This is an optimization exercise on Yosys and OpenROAD, whose aim is small area, not a production implementation.
Only simulation tests tie the RTL to the original design; equivalence was not proved.
Power is estimated from default activity; no workload was simulated.

run A:
// dart
module dart(
            game_set_o,
            player_1_done_o,
            player_2_done_o,
            player_1_win_o,
            player_2_win_o,
            player_1_pt_o,
            player_2_pt_o,
            dart_come_i,
            dart_position_x_i,
            dart_position_y_i,
            clk,
            reset
            );
Settings: LEC_CHECK=0, ABC_AREA=1, CAP_MARGIN=20, CORE_MARGIN=2, CORE_UTILIZATION=40, CTS_BUF_LIST=sky130_fd_sc_hd__clkbuf_4, CTS_CLUSTER_DIAMETER=300, CTS_CLUSTER_SIZE=40, SLEW_MARGIN=20; clock period 10.0 ns.
standard.sh (not shown) runs the stock make flow with config.mk's settings and CLKGATE_MAP_FILE= SYNTH_SCRIPT=/design/flow/synth_recipe.tcl, a recipe that flattens the netlist after the stock synthesis.
==> flow/flow/run.sh <==
#!/bin/bash
# Own layout flow: the standard flow with these changes:
#  - synthesis maps with an area-oriented ABC script (flow/abc_area.script, run by
#    ORFS's unchanged synth scripts from a copy of the scripts folder);
#  - port buffers use the smallest buffer cell (buf_1);
#  - clock tree synthesis without dummy loads.
# Each step's full output goes to a log file in this folder.
set -euo pipefail
W=$(pwd)
rm -rf "$W/scripts_area"
cp -r "$FLOW_HOME/scripts" "$W/scripts_area"
cp "$W/flow/abc_area.script" "$W/scripts_area/abc_area.script"
bash "$W/standard.sh" "SCRIPTS_DIR=$W/scripts_area" ABC_AREA=1 synth > "$W/synth.log" 2>&1
bash "$W/standard.sh" \
  "BUFFER_PORTS_ARGS=-buffer_cell sky130_fd_sc_hd__buf_1" \
  "CTS_ARGS=-sink_clustering_enable -repair_clock_nets -dont_use_dummy_load -buf_list sky130_fd_sc_hd__clkbuf_4 -sink_clustering_size 40 -sink_clustering_max_diameter 300" \
  finish > "$W/layout.log" 2>&1
test -f "$W/out/final.def"
==> flow/flow/abc_area.script <==
strash
&get -n
&fraig -x
&put
scorr
dc2
dretime
strash
&get -n
&dch -f
&nf -R 1000
&put
topo
dnsize -c
> inputs changed (run A -> run B)
==> flow/run.sh (new file) <==
#!/bin/bash
# synth_recipe.tcl (not shown) runs the flow's synth.tcl, then flattens the netlist and writes it again
# the make line also repeats each setting of config.mk as NAME=value (left out here)
make -C /OpenROAD-flow-scripts/flow DESIGN_CONFIG=/design/flow/config.mk WORK_HOME=/design/flow/orfs CLKGATE_MAP_FILE= SYNTH_SCRIPT=/design/flow/synth_recipe.tcl finish
--- a/flow/config.mk
+++ b/flow/config.mk
@@ -11,5 +11,2 @@
 export CORE_UTILIZATION = 40
-export CTS_BUF_LIST = sky130_fd_sc_hd__clkbuf_4
-export CTS_CLUSTER_DIAMETER = 300
-export CTS_CLUSTER_SIZE = 40
 export SLEW_MARGIN = 20
removed: flow/flow/run.sh
removed: flow/flow/abc_area.script
removed: flow/standard.sh
[summary]
Of run B and run A, the higher detailed-routed wire length on met3 belongs to run A. Run comparison: run A most frequent standard cell in the layout excluding fill and tap cells buf_1; run B most frequent standard cell in the layout excluding fill and tap cells nand2_1. For run A, the slowest library cell on the worst path was xnor2_1, unlike run B, where it was clkdlybuf4s50_1. Sort run B and run A by setup slack, ascending, and run A comes first. Looking only at post-synthesis cell type count, and setting everything else aside, the lower value of run B and run A goes to run B.
Edits applied to the flow inputs when going from run B to run C:
==> flow/flow/run.sh (new file) <==
#!/bin/bash
# Own layout flow: the standard flow with two changes:
#  - synthesis maps with an area-oriented ABC script (flow/abc_area.script, run by
#    ORFS's unchanged synth scripts from a copy of the scripts folder);
#  - port buffers use the smallest buffer cell (buf_1).
# Each step's full output goes to a log file in this folder.
set -euo pipefail
W=$(pwd)
rm -rf "$W/scripts_area"
cp -r "$FLOW_HOME/scripts" "$W/scripts_area"
cp "$W/flow/abc_area.script" "$W/scripts_area/abc_area.script"
bash "$W/standard.sh" "SCRIPTS_DIR=$W/scripts_area" ABC_AREA=1 synth > "$W/synth.log" 2>&1
bash "$W/standard.sh" "BUFFER_PORTS_ARGS=-buffer_cell sky130_fd_sc_hd__buf_1" finish > "$W/layout.log" 2>&1
test -f "$W/out/final.def"
==> flow/flow/abc_area.script (new file) <==
strash
&get -n
&fraig -x
&put
scorr
dc2
dretime
strash
&get -n
&dch -f
&nf -R 1000
&put
topo
dnsize -c
==> flow/standard.sh (new file) <==
#!/bin/bash
# synth_recipe.tcl (not shown) runs the flow's synth.tcl, then flattens the netlist and writes it again
# the make line also repeats each setting of config.mk as NAME=value (left out here)
make -C /OpenROAD-flow-scripts/flow DESIGN_CONFIG=/design/flow/config.mk WORK_HOME=/design/flow/orfs CLKGATE_MAP_FILE= SYNTH_SCRIPT=/design/flow/synth_recipe.tcl "${@:-finish}"
--- a/flow/config.mk
+++ b/flow/config.mk
@@ -11,2 +11,5 @@
 export CORE_UTILIZATION = 40
+export CTS_BUF_LIST = sky130_fd_sc_hd__clkbuf_4
+export CTS_CLUSTER_DIAMETER = 300
+export CTS_CLUSTER_SIZE = 40
 export SLEW_MARGIN = 20
removed: flow/run.sh
Findings:
Run C ended up with a lower routability congestion estimate from global placement than run B did.
Changes observed in run C relative to run B: number of detailed-route iterations in the first pass moved up; final area fell by about 20%.
Run B vs run C, cell with the biggest individual delay on the critical path: clkdlybuf4s50_1 vs xnor2_1
Per the comparison of run C with run B, placeable core area lower, total via count in the routed design lower.
Run C vs. run B: relative slew slack went down by 15 points.
Measured against each other, run C and run B differ in x dimension of the die, the lower figure coming from run C.
Comparing run C and run B, the lower synthesized netlist cell count is on run C.
Summary of the comparison: power is lower in run C, relative to run B.
Number of distinct standard cells referenced by the synthesized netlist: higher on run C

[static timing again, ports no longer ideal]
Ports are ideal in the flow. The routed layouts listed here were re-timed in OpenROAD.
Step 1: set_driving_cell puts a clkbuf_16 on clk and a buf_2 on each other input, an assumption about the parent block.
Step 2, shift: input delay + t, output delay - t, t = (earliest + latest rising clock arrival at the registers) / 2. This alone moves slack from input paths to output paths.
Slacks: ideal ports / drivers / drivers and shift; pairs: ideal ports / drivers.
run	shift t [ns]	slack for setup (ns)	worst setup path at the end
run A	0.342	3.238 / 3.246 / 2.904	input to register
run B	0.310	3.791 / 3.800 / 3.490	input to register
run C	0.347	3.215 / 3.223 / 2.876	input to register
After both steps every run listed still meets setup and hold. The setup slack of run C, which loses most, moves by +0.008 ns with the drivers and by -0.339 ns with both steps.
